Context: an optimization exercise on an open-source flow, tuned for small area. The choices shown serve that exercise and are no tape-out recipe. Function was checked by simulation only, so behaviour that the tests miss may differ from the original. No activity file was given, so power comes from the tool's default toggle rates.

## old
==> module router_fifo, before the edit <==
module router_fifo(
    input            clock,
    input            resetn,
    input            write_enb,
    input            soft_reset,
    input            read_enb,
    input            hdr_in,         
    input      [7:0] data_in,
    output           empty,
    output           full,
    output reg [7:0] data_out);
    reg  [7:0] mem [0:15];
    reg [15:0] hdr;
    reg        wrapped;              
    reg  [4:0] rd_ptr, wr_ptr;
    reg  [6:0] cnt_m1;               
    wire eq_lo = (rd_ptr[3:0] == wr_ptr[3:0]);
    assign empty = eq_lo & (rd_ptr[4] == wr_ptr[4]);
    assign full  = eq_lo & (rd_ptr[4] != wr_ptr[4]);
    wire clr = ~resetn | soft_reset;
    wire we  = write_enb & ~full;
    wire [3:0] wlo_n, whi_n, rlo_n, rhi_n;
    wire [15:0] wsel, rsel;
    genvar j;
    generate
        for (j = 0; j < 4; j = j + 1) begin : g_pre
            assign wlo_n[j] = ~(we & (wr_ptr[1:0] == j));
            assign whi_n[j] = ~(wr_ptr[3:2] == j);
            assign rlo_n[j] = ~(rd_ptr[1:0] == j);
            assign rhi_n[j] = ~(rd_ptr[3:2] == j);
        end
        for (j = 0; j < 16; j = j + 1) begin : g_sel
            router_nor2 u_w(.a(wlo_n[j % 4]), .b(whi_n[j / 4]), .y(wsel[j]));
            router_nor2 u_r(.a(rlo_n[j % 4]), .b(rhi_n[j / 4]), .y(rsel[j]));
        end
    endgenerate
    integer i;
    always @(posedge clock) begin
        for (i = 0; i < 16; i = i + 1)
            if (wsel[i]) mem[i] <= data_in;
    end
    always @(posedge clock) begin
        for (i = 0; i < 16; i = i + 1)
            if (wsel[i]) hdr[i] <= hdr_in;
    end
    always @(posedge clock) begin
        if (clr) begin
            wr_ptr  <= 5'd0;
            wrapped <= 1'b0;
        end else if (we) begin
            wr_ptr <= wr_ptr + 5'd1;
            if (&wr_ptr[3:0]) wrapped <= 1'b1;
        end
    end
    wire rvalid = wrapped | (rd_ptr[3:0] < wr_ptr[3:0]);
    wire [8:0] rword [0:15];
    wire [8:0] rbit;
    genvar b, k;
    generate
        for (k = 0; k < 16; k = k + 1) begin : g_word
            assign rword[k] = {hdr[k], mem[k]};
        end
        for (b = 0; b < 9; b = b + 1) begin : g_bit
            wire [5:0] t;
            for (k = 0; k < 5; k = k + 1) begin : g_grp
                router_aoi222 u_aoi(.a(rword[3*k][b]), .sa(rsel[3*k]),
                                    .b(rword[3*k+1][b]), .sb(rsel[3*k+1]),
                                    .c(rword[3*k+2][b]), .sc(rsel[3*k+2]), .y(t[k]));
            end
            assign t[5] = ~(rword[15][b] & rsel[15]);
            wire h0, h1;
            router_nand3 u_n0(.a(t[0]), .b(t[1]), .c(t[2]), .y(h0));
            router_nand3 u_n1(.a(t[3]), .b(t[4]), .c(t[5]), .y(h1));
            assign rbit[b] = h0 | h1;
        end
    endgenerate
    wire [7:0] rdata = rbit[7:0];
    wire       rhdr  = rbit[8];
    wire cnt_zero = &cnt_m1;
    wire rd_ok    = read_enb & ~empty;
    wire do_read  = rd_ok & ~cnt_zero & ~soft_reset;
    wire rd_data  = do_read & rvalid;
    always @(posedge clock) begin
        if (!resetn) begin
            data_out <= 8'd0;
            rd_ptr   <= 5'd0;
        end else begin
            data_out <= rd_data ? rdata : 8'd0;
            if (do_read) rd_ptr <= rd_ptr + 5'd1;
        end
    end
    always @(posedge clock) begin
        if (clr) cnt_m1 <= 7'h7f;
        else if (rhdr & rvalid) cnt_m1 <= {1'b0, rdata[7:2]};
        else if (rd_ok) cnt_m1 <= cnt_m1 - 7'd1;
    end
endmodule
==> module router_nor2, before the edit <==
module router_nor2(input a, input b, output y);
    assign y = ~(a | b);
endmodule
export LEC_CHECK = 0
export CAP_MARGIN = 20
export CORE_MARGIN = 2
export CORE_UTILIZATION = 60
export PLACE_DENSITY = 0.75
export SLEW_MARGIN = 20
export SYNTH_HIERARCHICAL = 1
export SYNTH_MINIMUM_KEEP_SIZE = 0
create_clock -name core_clock -period 5.0 [get_ports {clock}]
standard.sh (not shown) runs the stock make flow with config.mk's settings and CLKGATE_MAP_FILE= SYNTH_SCRIPT=/design/flow/synth_recipe.tcl, a recipe that flattens the netlist after the stock synthesis.
==> flow/flow/run.sh <==
#!/bin/bash
# The standard ORFS layout (standard.sh) with two steps given their own arguments:
# - clock tree: mid-size clock buffers (clkbuf_8) in clusters of up to 15 sinks
#   and no dummy loads, instead of clkbuf_16 with dummy loads;
# - port buffers: every input and output port still gets a buffer, a buf_1.
# All output goes to standard.log here; ORFS's per-step logs are under orfs/logs.
set -euo pipefail
export CTS_ARGS="-sink_clustering_enable -repair_clock_nets -dont_use_dummy_load -buf_list sky130_fd_sc_hd__clkbuf_8 -sink_clustering_size 15 -sink_clustering_max_diameter 80"
export BUFFER_PORTS_ARGS="-buffer_cell sky130_fd_sc_hd__buf_1"
bash standard.sh > standard.log 2>&1
old closes out successfully: all stages finished, all timing, DRC and antenna checks passed.
## Diff of input files: new against old
-- flow/design.v --
<<< old, line 20
    wire clr = ~resetn | soft_reset;
    wire we  = write_enb & ~full;
    wire [3:0] wlo_n, whi_n, rlo_n, rhi_n;
    wire [15:0] wsel, rsel;
    genvar j;
    generate
        for (j = 0; j < 4; j = j + 1) begin : g_pre
            assign wlo_n[j] = ~(we & (wr_ptr[1:0] == j));
            assign whi_n[j] = ~(wr_ptr[3:2] == j);
            assign rlo_n[j] = ~(rd_ptr[1:0] == j);
            assign rhi_n[j] = ~(rd_ptr[3:2] == j);
        end
        for (j = 0; j < 16; j = j + 1) begin : g_sel
            router_nor2 u_w(.a(wlo_n[j % 4]), .b(whi_n[j / 4]), .y(wsel[j]));
            router_nor2 u_r(.a(rlo_n[j % 4]), .b(rhi_n[j / 4]), .y(rsel[j]));
        end
    endgenerate
    integer i;
    always @(posedge clock) begin
        for (i = 0; i < 16; i = i + 1)
            if (wsel[i]) mem[i] <= data_in;
    end
    always @(posedge clock) begin
        for (i = 0; i < 16; i = i + 1)
            if (wsel[i]) hdr[i] <= hdr_in;
    end
    always @(posedge clock) begin
>>> new, line 20
    wire clr = ~resetn | soft_reset;
    wire we  = write_enb & ~full;
    wire [15:0] wsel = 16'd1 << wr_ptr[3:0];
    wire [15:0] rsel = 16'd1 << rd_ptr[3:0];
    integer i;
    always @(posedge clock) begin
        for (i = 0; i < 16; i = i + 1)
            if (we & wsel[i]) mem[i] <= data_in;
    end
    always @(posedge clock) begin
        for (i = 0; i < 16; i = i + 1)
            if (we & wsel[i]) hdr[i] <= hdr_in;
    end
    always @(posedge clock) begin
<<< old, line 101
module router_nand3(input a, input b, input c, output y);
    assign y = ~(a & b & c);
endmodule
module router_nor2(input a, input b, output y);
    assign y = ~(a | b);
endmodule
module router_fsm(
>>> new, line 88
module router_nand3(input a, input b, input c, output y);
    assign y = ~(a & b & c);
endmodule
module router_fsm(
==> run summary <==
Detailed-route wire length sits lower in new than in old. Diff new and old: average wire per standard cell lower in new. Compared with old, in new critical path depth increased by 1 relative to the old numbers; share of total power in combinational logic increased by 2.1 points relative to the old numbers; netlist area before placement closely matched the old numbers; total power of the final layout increased by 0.25 mW relative to the old numbers; cell area after layout closely matched the old numbers. Number of vias after detailed routing (new over old): decrease, about 2.4%. new against old: share of synthesized cell area in and, or, nand and nor gates has increased; number of vias per cell after detailed routing has decreased; number of different library cells in the post-synthesis netlist went down 8.

[separate check: timing with driven ports]
Ports are ideal in the flow. The routed layouts listed here were re-timed in OpenROAD.
Step 1: set_driving_cell puts a clkbuf_16 on clock and a buf_2 on each other input, an assumption about the parent block.
Step 2, shift: input delay + t, output delay - t, t = (earliest + latest rising clock arrival at the registers) / 2. This alone moves slack from input paths to output paths.
a / b / c = ideal ports / drivers / drivers and shift; a / b = the first two.
run | t (ns) | setup slack, ns | worst hold slack (ns) | worst setup path after step 2 | clock arrival spread, ns
old | 0.600 | 1.551 / 1.504 / 1.983 | 0.394 / 0.394 / 0.394 | register to register | 0.090 / 0.090
new | 0.594 | 1.508 / 1.456 / 1.737 | 0.432 / 0.432 / 0.432 | register to register | 0.092 / 0.092
After both steps setup and hold are still met in every run listed.
